Background: an optimization exercise with open tools, aiming at small area and a short achievable clock period. Do not read the settings as production practice. In this exercise RTL edits were held to simulation tests only and were not proved equivalent to the original.

### flow/design.v
module flow_meter_counter #(
    parameter CLOCK_FREQ = 1000,
    parameter PULSES_PER_LITER = 450,
    parameter DEBOUNCE_CYCLES = 50,
    parameter RATE_SAMPLE_PERIOD_MS = 1000,
    parameter VOLUME_WIDTH = 32,
    parameter RATE_WIDTH = 16
)(
    input wire clk,
    input wire rst_n,
    input wire flow_pulse,
    input wire sensor_enable,
    input wire clear_volume,
    input wire clear_statistics,
    input wire start_measurement,
    input wire stop_measurement,
    input wire [15:0] calibration_factor,
    input wire use_custom_calibration,
    input wire [RATE_WIDTH-1:0] max_flow_rate,
    input wire [RATE_WIDTH-1:0] min_flow_rate,
    input wire enable_flow_monitoring,
    output reg [VOLUME_WIDTH-1:0] total_volume_ml,
    output reg [RATE_WIDTH-1:0] flow_rate_ml_per_sec,
    output wire [RATE_WIDTH-1:0] flow_rate_l_per_min,
    output reg [31:0] pulse_count,
    output reg measurement_active,
    output reg [RATE_WIDTH-1:0] min_flow_rate_measured,
    output reg [RATE_WIDTH-1:0] max_flow_rate_measured,
    output reg [RATE_WIDTH-1:0] avg_flow_rate,
    output reg flow_detected,
    output reg no_flow_timeout,
    output reg over_flow_detected,
    output reg under_flow_detected,
    output reg sensor_error,
    output wire [7:0] error_code
);
    integer i;
    wire en = sensor_enable & measurement_active;
    reg [5:0] db_cnt;
    reg pulse_prev;
    wire pulse_filtered = (db_cnt == 6'd50);
    wire edge_p = pulse_filtered & ~pulse_prev;
    wire pe = en & edge_p;
    always @(posedge clk or negedge rst_n) begin
        if (!rst_n) db_cnt <= 6'd0;
        else if (en & flow_pulse) db_cnt <= pulse_filtered ? db_cnt : db_cnt + 6'd1;
        else db_cnt <= 6'd0;
    end
    always @(posedge clk or negedge rst_n) begin
        if (!rst_n) pulse_prev <= 1'b0;
        else pulse_prev <= pulse_filtered;
    end
    reg [15:0] ppl;
    wire [15:0] ppl_n = (use_custom_calibration && (calibration_factor != 16'd0)) ?
                        calibration_factor : 16'd450;
    always @(posedge clk) ppl <= ppl_n;
    always @(posedge clk or negedge rst_n) begin
        if (!rst_n) measurement_active <= 1'b0;
        else if (start_measurement) measurement_active <= 1'b1;
        else if (stop_measurement) measurement_active <= 1'b0;
    end
    always @(posedge clk or negedge rst_n) begin
        if (!rst_n) begin
            pulse_count <= 32'd0;
            flow_detected <= 1'b0;
        end else if (clear_volume) begin
            pulse_count <= 32'd0;
        end else if (en) begin
            if (edge_p) begin
                pulse_count <= pulse_count + 32'd1;
                flow_detected <= 1'b1;
            end
        end else begin
            flow_detected <= 1'b0;
        end
    end
    reg [9:0] rate_timer;
    wire win_end = rate_timer[9] & rate_timer[8] & rate_timer[7] & rate_timer[6] &
                   rate_timer[5] & rate_timer[3];    
    wire close = en & win_end;
    reg [28:0] win_e;
    reg win_nz;
    wire win_clr = (!clear_statistics && close) || clear_volume;
    wire [28:0] win_e_n = win_clr ? 29'd0 : pe ? win_e + 29'd125 : win_e;
    always @(posedge clk or negedge rst_n) begin
        if (!rst_n) begin
            win_e <= 29'd0;
            win_nz <= 1'b0;
        end else begin
            win_e <= win_e_n;
            if (win_clr) win_nz <= 1'b0;
            else if (pe) win_nz <= 1'b1;
        end
    end
    function [16:0] dstep;
        input [15:0] r;
        input nb;
        input [15:0] d;
        reg [16:0] t, dd, g, p, G, P, Gn, Pn;
        integer l, b, k;
        begin
            t = {r, nb};
            dd = {1'b0, d};
            g = ~t & dd;
            p = ~(t ^ dd);
            G = g;
            P = p;
            for (l = 0; l < 5; l = l + 1) begin
                Gn = G;
                Pn = P;
                for (b = 0; b < 17; b = b + 1) begin
                    if (b & (1 << l)) begin
                        k = ((b >> l) << l) - 1;
                        Gn[b] = G[b] | (P[b] & G[k]);
                        Pn[b] = P[b] & P[k];
                    end
                end
                G = Gn;
                P = Pn;
            end
            dstep[16] = ~G[16];
            dstep[15:0] = G[16] ? t[15:0] : (~p[15:0] ^ {G[14:0], 1'b0});
        end
    endfunction
    wire [31:0] rn = {win_e, 3'b000};
    reg [15:0] rr;
    reg [16:0] rs;
    reg [15:0] rq;
    always @* begin
        rr = 16'd0;
        rq = 16'd0;
        for (i = 31; i >= 0; i = i - 1) begin
            rs = dstep(rr, rn[i], ppl);
            rr = (i >= 16) ? (rs[15:0] & ~(16'hFFFF << (32 - i))) : rs[15:0];
            if (i < 16) rq[i] = rs[16];
        end
    end
    reg [16:0] acc;
    reg [15:0] vr;
    reg [16:0] vq;
    reg [16:0] vs;
    always @* begin
        vr = 16'd0;
        vq = 17'd0;
        for (i = 16; i >= 0; i = i - 1) begin
            vs = dstep(vr, acc[i], ppl);
            vr = (i >= 1) ? (vs[15:0] & ~(16'hFFFF << (17 - i))) : vs[15:0];
            vq[i] = vs[16];
        end
    end
    always @(posedge clk or negedge rst_n) begin
        if (!rst_n) begin
            total_volume_ml <= 32'd0;
            acc <= 17'd0;
        end else if (clear_volume) begin
            total_volume_ml <= 32'd0;
            acc <= 17'd0;
        end else if (pe) begin
            total_volume_ml <= total_volume_ml + {15'd0, vq};
            acc <= (|vq) ? {1'b0, vr} : acc + 17'd1000;
        end
    end
    reg [11:0] lpm;
    wire [11:0] lpm_val;
    assign flow_rate_l_per_min = {4'd0, lpm};
    always @(posedge clk or negedge rst_n) begin
        if (!rst_n) begin
            rate_timer <= 10'd0;
            flow_rate_ml_per_sec <= 16'd0;
            lpm <= 12'd0;
        end else if (clear_statistics) begin
            rate_timer <= 10'd0;
            flow_rate_ml_per_sec <= 16'd0;
            lpm <= 12'd0;
        end else if (en) begin
            if (win_end) begin
                flow_rate_ml_per_sec <= win_nz ? rq : 16'd0;
                lpm <= win_nz ? lpm_val : 12'd0;
                rate_timer <= 10'd0;
            end else begin
                rate_timer <= rate_timer + 10'd1;
            end
        end
    end
    reg [31:0] sample_cnt;
    reg [47:0] rate_sum;
    reg [31:0] arem;
    reg [15:0] aq;
    reg [5:0] astep;
    reg [10:0] lu;
    reg [5:0] lr;
    wire fr_nz = |flow_rate_ml_per_sec;
    wire [32:0] at = {arem, rate_sum[47]};
    wire [33:0] ad = {1'b0, at} - {2'b00, sample_cnt};
    wire abit = ~ad[33];
    wire lrun = (astep <= 6'd16) && (astep != 6'd0);
    wire [5:0] lidx6 = astep - 6'd1;
    wire [3:0] lidx = lidx6[3:0];
    wire [6:0] lt = {lr, flow_rate_ml_per_sec[lidx]};
    wire lbit = (lt >= 7'd50);
    wire [1:0] lc = (lr >= 6'd34) ? 2'd2 : (lr >= 6'd17) ? 2'd1 : 2'd0;
    assign lpm_val = {1'b0, lu} + {lu, 1'b0} + {10'd0, lc};
    reg cnt_inc;
    wire astart = (astep == 6'd49);
    always @(posedge clk or negedge rst_n) begin
        if (!rst_n) begin
            astep <= 6'd49;
        end else if (clear_statistics || close) begin
            astep <= 6'd49;
        end else if (astep != 6'd0) begin
            astep <= astep - 6'd1;
        end
    end
    always @(posedge clk or negedge rst_n) begin
        if (!rst_n) sample_cnt <= 32'd0;
        else if (clear_statistics) sample_cnt <= 32'd0;
        else if (cnt_inc) sample_cnt <= sample_cnt + 32'd1;
    end
    always @(posedge clk) begin
        if (astart) arem <= 32'd0;
        else arem <= abit ? ad[31:0] : at[31:0];
        if (astep != 6'd0 && !astart) aq <= {aq[14:0], abit};
        if (astart) begin
            lr <= 6'd0;
        end else if (lrun) begin
            lr <= lbit ? lt[5:0] - 6'd50 : lt[5:0];
            lu <= {lu[9:0], lbit};
        end
    end
    always @(posedge clk or negedge rst_n) begin
        if (!rst_n) begin
            min_flow_rate_measured <= 16'hFFFF;
            max_flow_rate_measured <= 16'd0;
            avg_flow_rate <= 16'd0;
            rate_sum <= 48'd0;
            cnt_inc <= 1'b0;
        end else if (clear_statistics) begin
            min_flow_rate_measured <= 16'hFFFF;
            max_flow_rate_measured <= 16'd0;
            avg_flow_rate <= 16'd0;
            rate_sum <= 48'd0;
            cnt_inc <= 1'b0;
        end else if (close) begin
            if (flow_rate_ml_per_sec < min_flow_rate_measured && fr_nz)
                min_flow_rate_measured <= flow_rate_ml_per_sec;
            if (flow_rate_ml_per_sec > max_flow_rate_measured)
                max_flow_rate_measured <= flow_rate_ml_per_sec;
            if (fr_nz) begin
                rate_sum <= rate_sum + {32'd0, flow_rate_ml_per_sec};
                if (sample_cnt != 32'd0) avg_flow_rate <= aq;
            end
            cnt_inc <= fr_nz;
        end else begin
            cnt_inc <= 1'b0;
            if (astep != 6'd0 && !astart) rate_sum <= {rate_sum[46:0], rate_sum[47]};
        end
    end
    reg [12:0] nf_timer;
    reg [1:0] ec;
    assign error_code = {6'd0, ec};
    wire nf_end = nf_timer[12] & nf_timer[9] & nf_timer[8] & nf_timer[7] & nf_timer[3];
    wire over_c = flow_rate_ml_per_sec > max_flow_rate;
    wire under_c = fr_nz && (flow_rate_ml_per_sec < min_flow_rate);
    always @(posedge clk or negedge rst_n) begin
        if (!rst_n) begin
            nf_timer <= 13'd0;
            no_flow_timeout <= 1'b0;
            over_flow_detected <= 1'b0;
            under_flow_detected <= 1'b0;
            sensor_error <= 1'b0;
            ec <= 2'd0;
        end else if (clear_statistics) begin
            nf_timer <= 13'd0;
            no_flow_timeout <= 1'b0;
            over_flow_detected <= 1'b0;
            under_flow_detected <= 1'b0;
            sensor_error <= 1'b0;
            ec <= 2'd0;
        end else if (en && enable_flow_monitoring) begin
            if (edge_p) begin
                nf_timer <= 13'd0;
                no_flow_timeout <= 1'b0;
            end else if (nf_end) begin
                no_flow_timeout <= 1'b1;
            end else begin
                nf_timer <= nf_timer + 13'd1;
            end
            over_flow_detected <= over_c;
            under_flow_detected <= under_c;
            if (under_c) ec <= 2'd3;
            else if (over_c) ec <= 2'd2;
            else if (!edge_p && nf_end) ec <= 2'd1;
            sensor_error <= no_flow_timeout | over_flow_detected | under_flow_detected;
        end
    end
endmodule
### flow/run.sh
#!/bin/bash
# synth_recipe.tcl (not shown) runs the flow's synth.tcl, then flattens the netlist and writes it again
# the make line also repeats each setting of config.mk as NAME=value (left out here)
make -C /OpenROAD-flow-scripts/flow DESIGN_CONFIG=/design/flow/config.mk WORK_HOME=/design/flow/orfs CLKGATE_MAP_FILE= SYNTH_SCRIPT=/design/flow/synth_recipe.tcl finish
### flow/config.mk
export PLATFORM = sky130hd
export DESIGN_NAME = flow_meter_counter
export DESIGN_NICKNAME = flow_meter_counter
export VERILOG_FILES = /design/flow/design.v
export SDC_FILE = /design/flow/constraint.sdc
export NUM_CORES = 4
export LEC_CHECK = 0
export ABC_AREA = 1
export CAP_MARGIN = 20
export CORE_MARGIN = 2
export CORE_UTILIZATION = 40
export SLEW_MARGIN = 20
### flow/constraint.sdc
create_clock -name core_clock -period 330.0 [get_ports {clk}]
set_input_delay 66.0000 -clock core_clock [delete_from_list [all_inputs] [get_ports {clk}]]
set_output_delay 66.0000 -clock core_clock [all_outputs]
set_load 0.01 [all_outputs]
==> flow_results.org, run 1 <==
** Layout
- Post-route cell area :: 0.05234 mm²
- The area growth from synthesis to layout is 11.58%.
- The layout has 11800 filler cells.
- The repair_antennas step left the layout with diodes totalling 0.
- In the final design database the tool counted 7466 nets.
- Summing all flip-flop and latch instances after layout gives 0.009744 mm².
- The multi-input combinational cells in the finished layout cover a total of 0.03316 mm².
- Fraction of layout instances using a drive strength above 1 :: 6.098%

** Yosys
- Of the total synthesized cell area, the portion taken by AND, OR, NAND and NOR gates is 21.73%.
- After synthesis, the largest family of logic cells by area is adder cells.
- In this run, distinct cell masters in the synthesized netlist total 79.
- Seq cells post-synth :: 393
- Sequential elements use 20.73% of the synthesized area.
- In this run, synthesis inferred 27 flip-flops with an integrated enable.
- The synthesized netlist devotes 23.65% of its cell area to adder and majority cells.
- Per-instance average area after synthesis :: 7.283 µm²
- The synthesized netlist devotes 18.01% of its cell area to compound gates.
- Async set-or-reset flop fraction in the synthesized netlist :: 79.39%
- Sorting the synthesized cells by area gives the leading types as ha_1 (18%), dfrtp_1 (16%), nand2_1 (9.8%).
- Measured against the total synthesized area, the mux share comes to 0.1574%.
- Synthesized-area fraction occupied by xor and xnor cells :: 7.018%
- Mapped Cells :: 6440
- The share of synthesized area in the top cell type comes to 17.85%.
- For this run, the number of Yosys warnings is 1.
- Dominant synthesized flop cell :: dfrtp_1
- The synthesized design spends more area on one cell type than any other, namely ha_1.
- The cell area that synthesis handed to floorplanning was 0.04690 mm².

** Floorplanning
- For this design the top-level I/O count stands at 216.
- Die Span Y :: 346.4 µm
- Die span in x :: 346.4 µm
- After floorplanning, the core was sized to cover 0.1162 mm².
- Initial Util :: 40.36%
- Std cell rows :: 125
- Die footprint :: 0.1200 mm²

** Critical path
- Data on the critical path arrives at its endpoint at 71.09 ns.
- STA classifies the critical path startpoint as an input port.
- R2r startpoint :: ppl[13]
- Tracing the worst setup path back leads to its startpoint at sensor_enable.
- The worst setup path is captured at a flip-flop.
- Start-to-end type of the worst setup path :: input port to flip-flop
- Worst Reg2Reg Path Length in Cells :: 356
- Register-to-register path setup slack :: 261.69 ns
- CP endpoint :: pulse_count[31]
- The worst register-to-register path ends at flow_rate_ml_per_sec[0].
- Dominant cell type by count on the critical path :: nor2_1
- Critical path required time :: 330.49 ns
- Cell with the largest stage delay on the worst path :: inv_1
- Worst stage delay on the critical path :: 0.59 ns
- Of all nets on the critical path, the largest fanout is 23.

** Global route
- Global-route wire length before repair :: 212700 µm
- All-layer global routing usage :: 21.19%
- Maximum number of pins on one net before global-route repair :: 130
- Antenna violations before repair :: 0
- GR Overflow Total :: 0
- Number of global-route vias before repair :: 41440

** Clocking
- Counting along the longest clock path gives a buffer depth of 3.
- Once the clock tree was built, the setup fixing pass inserted 0 buffers.
- Clock network latency to the later pin of the worst-skew pair :: 0.60 ns
- Hold buffer count at cts :: 0
- CTS clock-pin slew for the worst setup and hold paths :: 0.06 ns
- TritonCTS built the clock tree.
- Clock tree root buffer cell :: clkbuf_16
- Sinks on Clock Net :: 393
- In this run the number of H-tree levels came out at 2.
- In this run, CTS created clock tree buffers numbering 47.
- # resized after CTS :: 0

** Route
- For this run, design rule violations remaining after detail routing come to 0.
- In this run, the number of DRC markers left after iteration 0 of detailed routing was 2479.
- The pre-antenna-repair detailed-routing pass consisted of 6 iterations.
- Using the TritonRoute via totals, the vias-per-cell ratio works out to 5.245.
- WL/cell :: 15.66 µm
- Final WL :: 127900 µm
- In this run the remaining antenna-violating nets after routing total 0.
- Via count :: 42830

** Placed design
- Detailed placement ended at an HPWL of 98050 µm.
- At the end of routability-driven placement, the weighted congestion stood at 0.8545.
- Dpl cell area :: 0.05065 mm²
- Buffers placed on the I/O ports in this run total 205.
- At the placement stage, the worst setup path has a slack of 258.93 ns.

** Min path
- Worst hold stages :: 0
- Worst hold path class :: flip-flop to flip-flop

** Timing
- Setup repair after global routing left no endpoint under its margin.
- Total count of max-transition violations in the final report :: 0
- For the pin with the worst max-slew slack, the measured transition is 1.027 ns.
- Headroom to the max-slew limit came out at 31.52%.
- In the final timing run, aggregate negative setup slack is 0 ns.
- The clock arrives with 0.02208 ns of skew.
- Setup violations remaining at the end of the flow were counted as 0.
- Final hold viol count :: 0
- The final critical path takes up 21.40% of the cycle.
- Final setup slack of the worst path :: 259.39 ns
- Hold is met by 0.4469 ns.
- Shortest clock period the worst path allows after layout :: 70.61 ns
- Derived from the worst setup path, the maximum achievable clock frequency is 14.16 MHz.

** Run status
- The flow ran to the end and the layout has no timing, DRC or antenna violations.

** Flow run
- # Max-Cap Violations :: 0
state kept, by name, indices dropped and copies added (netlist names), 13 cells and up:
signal / cells
rate_sum: 48
arem: 32
pulse_count: 32
sample_cnt: 32
total_volume_ml: 32
win_e: 29
acc: 17
aq: 16
avg_flow_rate: 16
flow_rate_ml_per_sec: 16
max_flow_rate_measured: 16
min_flow_rate_measured: 16
ppl: 16
nf_timer: 13
synth_stat cells, types with 6 or more instances:
cell      instances
a211oi_1         70
a21o_1           42
a21oi_1         435
a22o_1            6
a31oi_1          40
buf_1            11
buf_4            13
buf_6            15
clkbuf_1        120
clkinv_1          6
dfrtp_1         293
dfstp_2          19
dfxtp_1          54
edfxtp_1         27
fa_1            136
ha_1            669
inv_1           853
inv_2            15
nand2_1        1227
nand2_2          78
nand2_4          31
nand3_1         280
nand3_2          19
nand4_1          63
nor2_1          399
nor3_1          117
nor3b_1          21
nor4_1           32
o211ai_1         13
o21ai_0         697
o21ai_1          34
o21ai_2          31
o21bai_1         11
o221ai_1          6
o22ai_1          54
o31ai_1          21
o32ai_1           6
or2_2            16
xnor2_1         160
xor2_1          214
cells by family after synthesis:
logic type	count (synthesis)
other	1
buffers and inverters	1038
XOR/XNOR	375
multiplexers	7
flip-flops	393
AO/OA/AOI/OAI	1508
AND/OR/NAND/NOR	2313
adder cells (fa/ha/maj)	805
worst min path at each step:
| stage | startpoint | slack [ns] | endpoint |
|---|---|---|---|
| finish | aq[1] | 0.45 | aq[2] |
| global route | aq[4] | 0.47 | aq[5] |
| CTS | aq[4] | 0.45 | aq[5] |
| detailed placement | aq[10] | 0.43 | aq[11] |
| global placement | aq[6] | 0.44 | aq[7] |
| floorplan | aq[9] | 0.43 | aq[10] |
through the flow:
stage / util (%) / instances
2_1_floorplan: - / 6449
4_1_cts: 45.04 / 8165
3_5_place_dp: 43.59 / 8078
5_1_grt: 45.04 / 8165
6_report: 45.04 / 8165
3_3_place_gp: 43.56 / 8077
final cells by class:
type | count | area share [%]
flip-flops and latches | 393 | 18.62
well taps | 1524 | 3.643
clock buffers | 61 | 2.522
inverters | 876 | 6.299
repair buffers | 267 | 4.872
multi-input cells | 5018 | 63.35
clock inverters | 26 | 0.6957
worst max-delay path, delay by kind of cell:
family                 cells  cell delay, ns
buffers and inverters      5            1.40
AND/OR/NAND/NOR           25            3.69
metal layers:
metal	share of wire [%]	vias to the layer above	track usage, %
li1	-	21990	-
met2	48	697	37.13
met1	47	20010	28.27
met3	3.5	133	1.740
met5	0	-	0
met4	2.1	0	4.652
layout by cell type, fill, tap and decap left out, types with 21 or more instances in the layout:
| master | instances |
|---|---|
| o22ai_1 | 54 |
| dfrtp_1 | 293 |
| nor3b_1 | 21 |
| nor4_1 | 31 |
| a21o_1 | 42 |
| nand4_1 | 63 |
| xor2_1 | 214 |
| a21oi_1 | 435 |
| nand2_1 | 1227 |
| ha_1 | 669 |
| inv_1 | 849 |
| a211oi_1 | 70 |
| clkbuf_16 | 48 |
| nand3_1 | 280 |
| nor3_1 | 117 |
| nand2_4 | 31 |
| dfxtp_1 | 43 |
| o21ai_2 | 32 |
| edfxtp_1 | 27 |
| clkdlybuf4s50_1 | 203 |
| xnor2_1 | 160 |
| buf_4 | 60 |
| fa_1 | 136 |
| o21ai_1 | 33 |
| o21ai_0 | 697 |
| a31oi_1 | 40 |
| nor2_1 | 398 |
| o31ai_1 | 21 |
| nand2_2 | 78 |
==> run 2, diff against run 1 <==
--- a/flow/config.mk
+++ b/flow/config.mk
@@ -8,5 +8,6 @@
 export ABC_AREA = 1
 export CAP_MARGIN = 20
 export CORE_MARGIN = 2
-export CORE_UTILIZATION = 40
+export CORE_UTILIZATION = 65
+export PLACE_DENSITY = 0.72
 export SLEW_MARGIN = 20
==> flow_results.org, run 2 <==
** Floorplanning
- Number of I/O pins :: 216
- In this run the horizontal extent of the chip is 272.6 µm.
- The floorplan step defined a core boundary enclosing 0.07149 mm².
- The die covers 0.07433 mm².
- Std cell rows :: 98
- Once the floorplan was initialized, standard cells occupied 65.61% of the core.
- Die Span Y :: 272.6 µm

** Yosys
- Number of flops mapped to enable cells by yosys :: 27
- Simple-gate portion of the synthesized area :: 21.73%
- Per-instance average area after synthesis :: 7.283 µm²
- After synthesis, the share of flip-flops with an asynchronous set or reset is 79.39%.
- By area, the combinational part of the netlist is dominated by adder cells.
- Synthesized-area fraction occupied by xor and xnor cells :: 7.018%
- After Yosys synthesis, full adders, half adders and majority gates account for 23.65% of the synthesized area.
- Summed instance area of the synthesized netlist :: 0.04690 mm²
- The synthesized netlist devotes 18.01% of its cell area to compound gates.
- After synthesis, the cell types taking the most area are ha_1 (18%), dfrtp_1 (16%), nand2_1 (9.8%).
- In this run, distinct cell masters in the synthesized netlist total 79.
- Sequential cells were found to cover 20.73% of the synthesized design area.
- Mapped Cells :: 6440
- Post-synth top area share :: 17.85%
- The biggest area contributor in the post-synthesis netlist is ha_1.
- Seq cells post-synth :: 393
- After synthesis, the share of cell area in mux cells is 0.1574%.
- For this run, the number of Yosys warnings is 1.
- Dominant synthesized flop cell :: dfrtp_1
- Among all cell types in the netlist, the one instantiated most often is nand2_1.
- Counting instances in the post-synthesis netlist gives the leading cell types as nand2_1 (1227), inv_1 (853), o21ai_0 (697).

** Route
- Via count :: 43650
- The routed design has 122000 µm of wire.
- After detailed routing, the average wire length per cell comes to 16.11 µm.
- In this run, the number of DRC markers left after iteration 0 of detailed routing was 3171.
- In this run the remaining antenna-violating nets after routing total 0.
- Iteration count of the initial detailed-routing pass :: 6
- In the routed layout, each cell is associated on average with a via count of 5.767.
- For this run, design rule violations remaining after detail routing come to 0.

** Min path
- Worst hold stages :: 0
- Startpoint of the tightest hold check path :: aq[7]
- Worst hold path class :: flip-flop to flip-flop
- Hold Path Sink :: aq[8]

** Layout
- Most frequent cells in the layout :: nand2_1 (1227), inv_1 (849), o21ai_0 (697)
- The finished layout holds 7570 standard cells, fillers aside.
- Fraction of layout instances using a drive strength above 1 :: 5.755%
- The register with the most flip-flops in the layout has 48 of them.
- Largest Register :: rate_sum
- The library cell used most frequently in the layout, excluding fill and tap cells, is nand2_1.
- Number of diodes added for antenna fixing :: 0
- Syn-to-layout area delta :: 9.507%
- Post-layout utilization of the core :: 71.85%
- At the end of the flow, the number of nets in the layout was 7446.

** Critical path
- Dominant cell type by count on the critical path :: nor2_1
- STA classifies the critical path startpoint as an input port.
- Start-to-end type of the worst setup path :: input port to flip-flop
- Critical Path End Type :: flip-flop
- For this design, the slowest cell found on the critical path is inv_1.
- STA puts the critical path data arrival time at 71.11 ns.
- Endpoint of the worst register-to-register path :: flow_rate_ml_per_sec[0]
- Setup slack on the worst reg-to-reg path comes out at 261.74 ns.
- In this design, the stage delay of the slowest critical-path cell is 0.58 ns.
- Data on the critical path is required at its endpoint by 330.46 ns.
- Top fanout value on the critical path :: 23
- Together, buffers and inverters on the worst path number 5.
- R2r startpoint :: ppl[12]
- Worst Reg2Reg Path Length in Cells :: 355
- Grouping stages by cell kind, the critical path spends the most delay in simple AND/OR/NAND/NOR gates.

** Global route
- Global-route wire length before repair :: 203900 µm
- Maximum number of pins on one net before global-route repair :: 141
- In the global route stage, overall resource usage came out at 32.76%.
- Number of global-route vias before repair :: 41860
- GR Overflow Total :: 0
- Antenna violations before repair :: 1

** Clocking
- Clock network latency to the later pin of the worst-skew pair :: 0.59 ns
- H-tree depth :: 2
- Clock tree root buffer cell :: clkbuf_16
- Maximum buffer depth of the clock tree :: 3
- Sinks on Clock Net :: 393
- TritonCTS built the clock tree.
- Hold buffer count at cts :: 0
- Cts bufs inserted :: 45
- # resized after CTS :: 0
- CTS clock-pin slew for the worst setup and hold paths :: 0.06 ns
- Number of buffers inserted to repair setup after CTS :: 0

** Timing
- Setup repair after global routing left no endpoint under its margin.
- In the finished design, the share of the clock period the worst path needs comes to 21.41%.
- Shortest clock period the worst path allows after layout :: 70.65 ns
- Transition time of the tightest slew-check pin :: 1.035 ns
- Total count of max-transition violations in the final report :: 0
- Final hold analysis gives a worst-case slack of 0.4461 ns.
- The number of failing hold endpoints at the final stage was 0.
- Number of endpoints failing setup at the final stage :: 0
- Total Negative Setup Slacks :: 0 ns
- For the final database, setup skew stands at 0.02075 ns.
- Highest achievable clock rate :: 14.15 MHz
- Max-slew headroom at the worst pin :: 30.93%

** Flow run
- # Max-Cap Violations :: 0

** Placed design
- GP Congestion :: 0.9195
- Input and output buffers added on the ports amount to 205.
- Detailed placement HPWL :: 92550 µm
- Once placement completed, the tool counted placed cells totaling 7485.

** Run status
- The flow ran to the end and the layout has no timing, DRC or antenna violations.
==> run 2: cell counts after synthesis <==
Identical to the previous run, type by type.
==> run 2: kinds of logic after synthesis <==
family / Yosys count
xor gates and xnor gates: 375
buffers and inverters: 1038
DFF: 393
and+or+nand+nor: 2313
AOI/OAI and AO/OA: 1508
other: 1
muxes: 7
adders and majority gates: 805
==> run 2: layout make-up <==
cell class	instances	area, µm²
Clock buffer	58	1266
Clock inverter	26	297.8
Fill cell	6046	20120
Inverter	876	3297
Multi-Input combinational cell	5018	33150
Sequential cell	393	9744
Tap cell	950	1189
Timing Repair Buffer	249	2424
==> run 2: stage by stage <==
| step | instance area [µm²] | worst slack (ns) |
|---|---|---|
| after floorplan | 46940 | 260.92 |
| after global placement | 49770 | 258.75 |
| after detailed placement | 49770 | 258.52 |
| after CTS | 51330 | 259.09 |
| after global routing | 51360 | 254.32 |
| final | 51360 | 259.35 |
==> run 2: worst reg2reg max path: cells and delay by family, from the launching register on <==
family / cells / cell delay (ns)
and+or+nand+nor: 155 / 20.70
AOI/OAI and AO/OA: 116 / 26.01
adders and majority gates: 31 / 9.67
buffers and inverters: 49 / 10.06
DFF: 1 / 0.30
xor gates and xnor gates: 1 / 0.15
muxes: 3 / 1.20
==> run 2: how the worst max path moves through the flow <==
stage                             start                      end  slack [ns]  cells past startpoint
after floorplan           sensor_enable          pulse_count[31]      260.92                     28
after global placement    sensor_enable             rate_sum[28]      258.75                     14
after detailed placement  sensor_enable             rate_sum[26]      258.52                     14
after CTS                 sensor_enable             rate_sum[20]      259.09                     14
after global routing            ppl[10]  flow_rate_ml_per_sec[0]      254.32                    366
final                     sensor_enable          pulse_count[31]      259.35                     30
==> run 2: metal layers <==
layer,global-route usage (%),share of wire [%],up-vias,wire length [µm]
met5,0,0.011,-,13
met4,11.51,3.5,2,4297
met3,2.671,4.2,210,5156
met2,57.53,48,991,58500
met1,42.27,44,20510,54000
li1,-,-,21940,-
==> run 3, diff against run 2 <==
--- a/flow/design.v
+++ b/flow/design.v
@@ -122,6 +122,22 @@
             dstep[15:0] = G[16] ? t[15:0] : (~p[15:0] ^ {G[14:0], 1'b0});
         end
     endfunction
+    function [16:0] dstep_r;
+        input [15:0] r;
+        input nb;
+        input [15:0] d;
+        reg [16:0] t, dd, B;
+        integer b;
+        begin
+            t = {r, nb};
+            dd = {1'b0, d};
+            B[0] = (~t[0] & dd[0]);
+            for (b = 1; b < 17; b = b + 1)
+                B[b] = (~t[b] & dd[b]) | (~(t[b] ^ dd[b]) & B[b-1]);
+            dstep_r[16] = ~B[16];
+            dstep_r[15:0] = B[16] ? t[15:0] : (t[15:0] ^ dd[15:0] ^ {B[14:0], 1'b0});
+        end
+    endfunction
     wire [31:0] rn = {win_e, 3'b000};
     reg [15:0] rr;
     reg [16:0] rs;
@@ -130,7 +146,7 @@
         rr = 16'd0;
         rq = 16'd0;
         for (i = 31; i >= 0; i = i - 1) begin
-            rs = dstep(rr, rn[i], ppl);
+            rs = (32 - i <= 0) ? dstep_r(rr, rn[i], ppl) : dstep(rr, rn[i], ppl);
             rr = (i >= 16) ? (rs[15:0] & ~(16'hFFFF << (32 - i))) : rs[15:0];
             if (i < 16) rq[i] = rs[16];
         end
@@ -143,7 +159,7 @@
         vr = 16'd0;
         vq = 17'd0;
         for (i = 16; i >= 0; i = i - 1) begin
-            vs = dstep(vr, acc[i], ppl);
+            vs = (17 - i <= 10) ? dstep_r(vr, acc[i], ppl) : dstep(vr, acc[i], ppl);
             vr = (i >= 1) ? (vs[15:0] & ~(16'hFFFF << (17 - i))) : vs[15:0];
             vq[i] = vs[16];
         end
--- a/flow/config.mk
+++ b/flow/config.mk
@@ -8,6 +8,5 @@
 export ABC_AREA = 1
 export CAP_MARGIN = 20
 export CORE_MARGIN = 2
-export CORE_UTILIZATION = 65
-export PLACE_DENSITY = 0.72
+export CORE_UTILIZATION = 40
 export SLEW_MARGIN = 20
==> flow_results.org, run 3 <==
** Run status
- Result of the run :: no timing/DRC/antenna violations

** Critical path
- The critical path runs through a total of 14 cells.
- In this run the critical register-to-register path is captured at flow_rate_ml_per_sec[0].
- Cell with the largest stage delay on the worst path :: nand2_2
- Critical path required time :: 330.52 ns
- In this run the worst setup path terminates at rate_sum[15].
- Data arrival time of the worst path :: 70.41 ns
- Startpoint type of the worst setup path :: input port
- Dominant cell type by count on the critical path :: o21ai_0
- Buffers plus inverters on the worst setup path :: 5
- Critical Path End Type :: flip-flop
- Worst Reg2Reg Path Length in Cells :: 340
- Critical path's top delay family :: simple AND/OR/NAND/NOR gates
- The critical path starts at sensor_enable.
- The worst register-to-register path begins at ppl[14].
- Top fanout value on the critical path :: 27
- Start-to-end type of the worst setup path :: input port to flip-flop
- Register-to-register path setup slack :: 261.38 ns
- Walking the worst path, the cells encountered are clkdlybuf4s50_1 -> nand2_1 -> nor2_1 -> buf_4 -> clkinv_1 -> nand2_2 -> clkinv_1 -> o21ai_0 -> nand2_1 -> nor2_1 -> inv_1 -> a21oi_1 -> o21ai_0 -> o21ai_0.
- Worst stage delay on the critical path :: 0.69 ns

** Route
- DR DRC count :: 0
- Antenna-violating nets left :: 0
- In this run, the number of DRC markers left after iteration 0 of detailed routing was 2407.
- The first detailed-routing pass took 5 iterations.
- WL/cell :: 15.68 µm
- For this block, the routed nets add up to 128800 µm of wire.
- Via count :: 43040
- DR vias/cell :: 5.238

** Clocking
- CTS tree :: built
- In this run the deepest clock path goes through 3 buffers.
- The root buffer cell chosen for the clock tree is clkbuf_16.
- Clock network latency to the later pin of the worst-skew pair :: 0.63 ns
- # resized after CTS :: 0
- Clock tree synthesis inserted a total of 47 buffers.
- H-tree depth :: 2
- Sinks on Clock Net :: 393
- Once the clock tree was built, the setup fixing pass inserted 0 buffers.
- Clock-pin slew was measured on the worst setup and hold paths at 0.06 ns.
- After clock tree synthesis, the flow added hold-fix buffers numbering 0.

** Placed design
- Routability-driven placement finished with a final weighted congestion of 0.8565.
- Number of placed cells counting well taps :: 8129
- During placement, the flow inserted port buffers numbering 205.
- Placement Setup Slack :: 259.45 ns
- Dpl cell area :: 0.05100 mm²
- Detailed placement HPWL :: 99470 µm

** Timing
- The worst path uses 21.18% of the clock period.
- Setup repair after global routing left no endpoint under its margin.
- Based on the critical path, the design can be clocked at up to 14.31 MHz.
- Counting I/O delays and the setup requirement, the final critical path takes 69.90 ns.
- Number of endpoints failing setup at the final stage :: 0
- Total count of max-transition violations in the final report :: 0
- The number of failing hold endpoints at the final stage is 0.
- Final setup slack of the worst path :: 260.10 ns
- Transition time of the tightest slew-check pin :: 1.154 ns
- Fin Clk Skew :: 0.03244 ns
- In the final timing run, aggregate negative setup slack is 0 ns.
- Final hold slack :: 0.4509 ns
- Max-slew headroom at the worst pin :: 22.87%

** Layout
- Largest Register :: rate_sum
- Measured on the finished design, the core utilization comes to 44.62%.
- After the flow finishes, the layout carries non-filler instances totaling 8216.
- The number of antenna diodes in the final layout is 0.
- Commonest non-fill, non-tap cell in the layout :: nand2_1
- Post-layout net count :: 7492
- After routing the design area is 0.05254 mm².
- From synthesis to final layout, the design area changed by 11.05%.
- Most frequent cells in the layout :: nand2_1 (1251), inv_1 (857), ha_1 (633)
- Of the cells placed in the final design, the portion with a size suffix greater than 1 is 7.111%.
- The register with the most flip-flops in the layout has 48 of them.

** Global route
- Antenna violations before repair :: 0
- Summed over all layers, the global routing overflow is 0.
- The via count of the first global-routing pass came to 41410.
- Maximum number of pins on one net before global-route repair :: 115
- The first global-routing pass estimated 213800 µm of wire.
- All-layer global routing usage :: 21.21%

** Yosys
- For this run, the number of Yosys warnings is 1.
- Most numerous cell in the Yosys netlist :: nand2_1
- Mapped Cells :: 6474
- Number of flops mapped to enable cells by yosys :: 27
- In the synthesized netlist the dominant register cell turns out to be dfrtp_1.
- The mapped netlist covers 0.04731 mm².
- In this run, synthesis produced a sequential element count of 393.
- Synthesis instantiated 84 different standard cells from the library.
- The synthesized design devotes to its leading area cell type 16.74% of total area.
- The synthesized design spends more area on one cell type than any other, namely ha_1.
- Largest cells by area after synthesis :: ha_1 (17%), dfrtp_1 (15%), nand2_1 (9.9%)
- Cell types with the highest counts after synthesis :: nand2_1 (1252), inv_1 (861), ha_1 (633)
- For this run, asynchronously set or reset flops after synthesis account for 79.39%.
- The average instance in the mapped netlist occupies 7.308 µm².
- The share of the Yosys chip area taken by registers is 20.55%.

** Floorplanning
- The floorplan has 126 rows.
- Once the floorplan was initialized, standard cells occupied 40.18% of the core.
- The die covers 0.1211 mm².
- The region available for standard cell placement spans 0.1178 mm².
- Die span in x :: 347.9 µm
- Number of I/O pins :: 216
- The floorplan step set the die height to 347.9 µm.

** Min path
- Worst hold path class :: flip-flop to flip-flop

** Flow run
- # Max-Cap Violations :: 0
==> run 3: changes by cell type in the layout (fill, tap and decap cells not counted), moves of 24 or more <==
cell,before,now
ha_1,669,633
nand2_1,1227,1251
nand2_2,78,115
nand3_1,280,248
nor3_1,117,157
o21ai_0,697,601
==> run 3: layout make-up <==
cell class                      count  area, µm²
Tap cell                         1536       1922
Multi-Input combinational cell   5035      33410
Timing Repair Buffer              267       2522
Clock inverter                     17      195.2
Fill cell                       11890      65220
Inverter                          898       3405
Sequential cell                   393       9746
Clock buffer                       70       1343
==> run 3: cell families (layout without fill, tap and decap cells) <==
family / Yosys count / after routing / synth area share (%)
XOR/XNOR: 346 / 346 / 6.405
buffers and inverters: 1055 / 1252 / 8.962
flip-flops: 393 / 393 / 20.55
other: 1 / 10 / 0.007926
multiplexers: 13 / 13 / 0.2803
adder cells (fa/ha/maj): 792 / 792 / 23.47
AND/OR/NAND/NOR: 2436 / 2436 / 23.04
AO/OA/AOI/OAI: 1438 / 1438 / 17.29
==> run 3: worst register-to-register path, delay by kind of cell, from the launching register on <==
family / cells / cell delay, ns
AO/OA/AOI/OAI: 106 / 23.17
flip-flops: 1 / 0.30
buffers and inverters: 44 / 10.51
AND/OR/NAND/NOR: 157 / 22.86
adder cells (fa/ha/maj): 31 / 10.85
multiplexers: 2 / 0.79
==> run 3: how the worst min path moves through the flow <==
| stage | from | end | cells after the start |
|---|---|---|---|
| floorplan | aq[9] | aq[10] | 0 |
| global placement | aq[9] | aq[10] | 0 |
| detailed placement | aq[4] | aq[5] | 0 |
| CTS | aq[2] | aq[3] | 0 |
| global route | aq[2] | aq[3] | 0 |
| finish | aq[2] | aq[3] | 0 |
==> run 3: layer usage <==
metal | global-route usage [%] | part of all wire (%) | vias to the layer above | wire, µm
met2 | 37.65 | 48 | 621 | 62420
met5 | 0 | 0 | - | 0
met1 | 28.11 | 47 | 20260 | 59940
met3 | 1.688 | 3.1 | 141 | 3937
li1 | - | - | 22020 | -
met4 | 4.267 | 1.9 | 0 | 2499
==> run 4, diff against run 3 <==
--- a/flow/design.v
+++ b/flow/design.v
@@ -159,7 +159,7 @@
         vr = 16'd0;
         vq = 17'd0;
         for (i = 16; i >= 0; i = i - 1) begin
-            vs = (17 - i <= 10) ? dstep_r(vr, acc[i], ppl) : dstep(vr, acc[i], ppl);
+            vs = (17 - i <= 17) ? dstep_r(vr, acc[i], ppl) : dstep(vr, acc[i], ppl);
             vr = (i >= 1) ? (vs[15:0] & ~(16'hFFFF << (17 - i))) : vs[15:0];
             vq[i] = vs[16];
         end
==> flow_results.org, run 4 <==
** Placed design
- The HPWL after detailed placement is 99370 µm.
- Placement Setup Slack :: 251.82 ns
- During placement, the flow inserted port buffers numbering 205.
- GP Congestion :: 0.8935
- Number of placed cells counting well taps :: 7676

** Layout
- After filler insertion, the fill cell instance count of the layout stands at 11440.
- The top cell types in the final layout, fill and taps aside, are nand2_1 (1264), inv_1 (842), ha_1 (539).
- Fin cells :: 7770
- Number of diodes added for antenna fixing :: 0
- Summing all flip-flop and latch instances after layout gives 0.009744 mm².
- Commonest non-fill, non-tap cell in the layout :: nand2_1
- More flip-flops sit in one register than any other, and that register is rate_sum.
- Post-layout net count :: 7058
- From synthesis to final layout, the design area changed by 11.88%.
- Max FFs per register :: 48
- Area taken by multi-input logic gates :: 0.03218 mm²
- Post-layout utilization of the core :: 45.11%
- Of the cells placed in the final design, the portion with a size suffix greater than 1 is 7.670%.

** Yosys
- Among all flip-flop cells after synthesis, the most frequent one is dfrtp_1.
- Seq cells post-synth :: 393
- For this run, the number of Yosys warnings is 1.
- In the post-synthesis netlist, the cell with the most instances is nand2_1.
- Synthesized-area fraction occupied by adder cells :: 25.30%
- After technology mapping, the gate count stands at 6037.
- By count the netlist is led by nand2_1 (1265), inv_1 (843), ha_1 (539).
- After synthesis, the largest family of logic cells by area is adder cells.
- Measured against the total synthesized area, the mux share comes to 0.5652%.
- By area the synthesized netlist is led by dfrtp_1 (16%), ha_1 (15%), fa_1 (11%).
- Library cells used by synthesis :: 85
- Averaged over all synthesized cells, the footprint is 7.627 µm².
- Of all cell types, the one taking the most synthesized area is dfrtp_1.
- Share of the synthesized area in compound gates (AO/OA/AOI/OAI) :: 15.34%
- Counting flops with an async set or reset pin after synthesis yields a share of 79.39%.
- The mapped netlist covers 0.04605 mm².
- The synthesized design contains 27 enable-type register cells.
- Of the total synthesized cell area, the portion taken by AND, OR, NAND and NOR gates is 22.92%.
- Of the post-synthesis cell area, the dominant cell type holds 15.92%.
- Summing the areas of all xor and xnor instances in the mapped netlist gives 5.630% of the synthesized area.
- Register area share after synthesis :: 21.12%

** Route
- Antenna-violating nets left :: 0
- The first detailed-routing pass took 5 iterations.
- For this run, design rule violations remaining after detail routing come to 0.
- Via count :: 40780
- The first routing iteration left 2697 violations.
- In the routed layout, each cell is associated on average with a via count of 5.249.
- Final WL :: 130800 µm
- After detailed routing, the average wire length per cell comes to 16.83 µm.

** Clocking
- In this run, post-CTS hold repair placed 0 buffers.
- Sinks on Clock Net :: 393
- Maximum buffer depth of the clock tree :: 3
- CTS clock-pin slew for the worst setup and hold paths :: 0.06 ns
- The H-tree was split into 2 levels.
- # resized after CTS :: 0
- Number of buffers inserted to repair setup after CTS :: 0
- Clock tree root buffer cell :: clkbuf_16
- For the worst-skew pair, the clock arrives at the later sink with an insertion delay of 0.66 ns.
- TritonCTS built the clock tree.
- Buffers inserted during clock tree synthesis total 50.

** Timing
- Static timing analysis puts the maximum clock frequency at 12.73 MHz.
- Max-slew headroom at the worst pin :: 26.73%
- At the pin with the least slew margin, the transition time is 1.089 ns.
- In the final timing run, aggregate negative setup slack is 0 ns.
- In the post-route analysis, the smallest setup slack over all paths is 251.44 ns.
- Setup repair after global routing missed its margin :: no
- Total count of max-transition violations in the final report :: 0
- After layout, the worst path uses 23.81% of the clock period.
- The number of failing hold endpoints at the final stage was 0.
- Shortest clock period the worst path allows after layout :: 78.56 ns
- Fin Clk Skew :: 0.06405 ns
- Number of endpoints failing setup at the final stage :: 0

** Min path
- Worst hold path class :: flip-flop to flip-flop

** Floorplanning
- Die span in x :: 343.3 µm
- The initial utilization of the core area, before any placement, comes to 40.32%.
- The floorplan step set the die height to 343.3 µm.
- The floorplan step defined a die boundary enclosing 0.1178 mm².
- Std cell rows :: 124
- Core Region :: 0.1142 mm²
- For this design the top-level I/O count stands at 216.

** Global route
- All-layer global routing usage :: 22.42%
- GR Overflow Total :: 0
- The number of antenna violations at the first check in global routing was 3.
- Maximum number of pins on one net before global-route repair :: 154
- Number of global-route vias before repair :: 40340
- The first global-routing pass estimated 214000 µm of wire.

** Flow run
- # Max-Cap Violations :: 0

** Critical path
- The worst register-to-register path has a setup slack of 251.44 ns.
- Among all stages on the critical path, the largest delay is contributed by o21ai_0.
- For the worst setup path, the data required time is 330.49 ns.
- STA classifies the critical path endpoint as a flip-flop.
- Startpoint type of the worst setup path :: flip-flop
- Data arrival time of the worst path :: 79.04 ns
- Dominant cell type by count on the critical path :: nand2_1
- Start-to-end type of the worst setup path :: flip-flop to flip-flop
- The critical path contains buffers and inverters numbering 62 combined.
- In this run the worst path has a maximum fanout of 30.
- Critical path's top delay family :: compound AO/OA/AOI/OAI gates
- Worst stage delay on the critical path :: 0.56 ns

** Run status
- The flow ran to the end and the layout has no timing, DRC or antenna violations.
-- run 4: cell count changes after synthesis, sizes merged, moves of 24 or more --
cell and change:
nor2 -119, xor2 -40, o21ai -236, or2 +31, fa +86, nand4 -29, ha -94, a21oi -56
inv -24, nand3 +138, nand2 -65, nor3 -64, a21o +43
-- run 4: worst paths after layout --
path                          from                       to  cells past startpoint
max                        ppl[10]  flow_rate_ml_per_sec[0]                    468
min                          aq[6]                    aq[7]                      0
max reg2reg                ppl[10]  flow_rate_ml_per_sec[0]                    468
min reg2reg                  aq[6]                    aq[7]                      0
max in group asynchronous    rst_n                   lpm[1]                      2
min in group asynchronous    rst_n          pulse_count[24]                      1
-- run 4: routing by layer --
metal / up-vias / track usage (%) / routed length [µm]
met3: 223 / 2.619 / 6481
met4: 0 / 7.178 / 4184
met1: 19270 / 29.90 / 59110
li1: 20390 / - / -
met2: 903 / 37.82 / 60980
met5: - / 0 / 0
-- run 4: layout make-up --
| type | instances | area share (%) |
|---|---|---|
| multi-input combinational | 4622 | 62.47 |
| sequential | 393 | 18.92 |
| inverter | 880 | 6.436 |
| timing repair buffer | 269 | 4.950 |
| tap | 1512 | 3.672 |
| clock buffer | 68 | 2.854 |
| clock inverter | 26 | 0.6995 |
-- run 4: logic make-up after synthesis --
| family | count (synthesis) |
|---|---|
| AOI/OAI and AO/OA | 1186 |
| xor gates and xnor gates | 296 |
| adders and majority gates | 784 |
| buffers and inverters | 1031 |
| DFF | 393 |
| muxes | 26 |
| other | 1 |
| and+or+nand+nor | 2320 |
-- run 4: stage by stage --
stage	hold WS [ns]	instance area, µm²
floorplan	0.4271	46080
global placement	0.4369	49690
detailed placement	0.4363	49690
CTS	0.4512	51520
global route	0.4662	51520
finish	0.4520	51520
-- run 4: worst register-to-register path: cells and delay by family (launching register included) --
family	cells	cell delay [ns]
simple gates	165	18.22
flops	1	0.30
compound gates	207	40.73
mux	2	0.85
buf+inv	62	7.25
fa+ha+maj	32	11.08

[port drivers added, routing unchanged]
The results above use ideal ports. As a check the final layouts listed here were re-extracted and re-timed, cells and wires unchanged. Step 1 assumes that a clkbuf_16 drives the clock port and a buf_2 every other input. Step 2 moves the port delays by t, midway between the first and last clock arrival at a register: inputs arrive t later, outputs are due t later. That takes back most of the time a late clock gives input paths. Three values: ideal, step 1, step 2; two values: the first two.
| run | t (ns) | setup WS [ns] | hold slack, ns | worst slew at a driven data input, ns |
|---|---|---|---|---|
| run 1 | 0.662 | 259.394 / 259.436 / 258.774 | 0.447 / 0.447 / 0.447 | 0.09 |
| run 2 | 0.648 | 259.351 / 259.398 / 258.750 | 0.446 / 0.446 / 0.446 | 0.07 |
| run 3 | 0.684 | 260.102 / 260.146 / 259.462 | 0.451 / 0.451 / 0.451 | 0.05 |
| run 4 | 0.700 | 251.443 / 251.443 / 251.443 | 0.452 / 0.452 / 0.452 | 0.05 |
After both steps setup and hold are still met in every run listed. For run 3, which loses most, drivers alone change the setup slack by +0.044 ns; drivers and shift together by -0.640 ns.
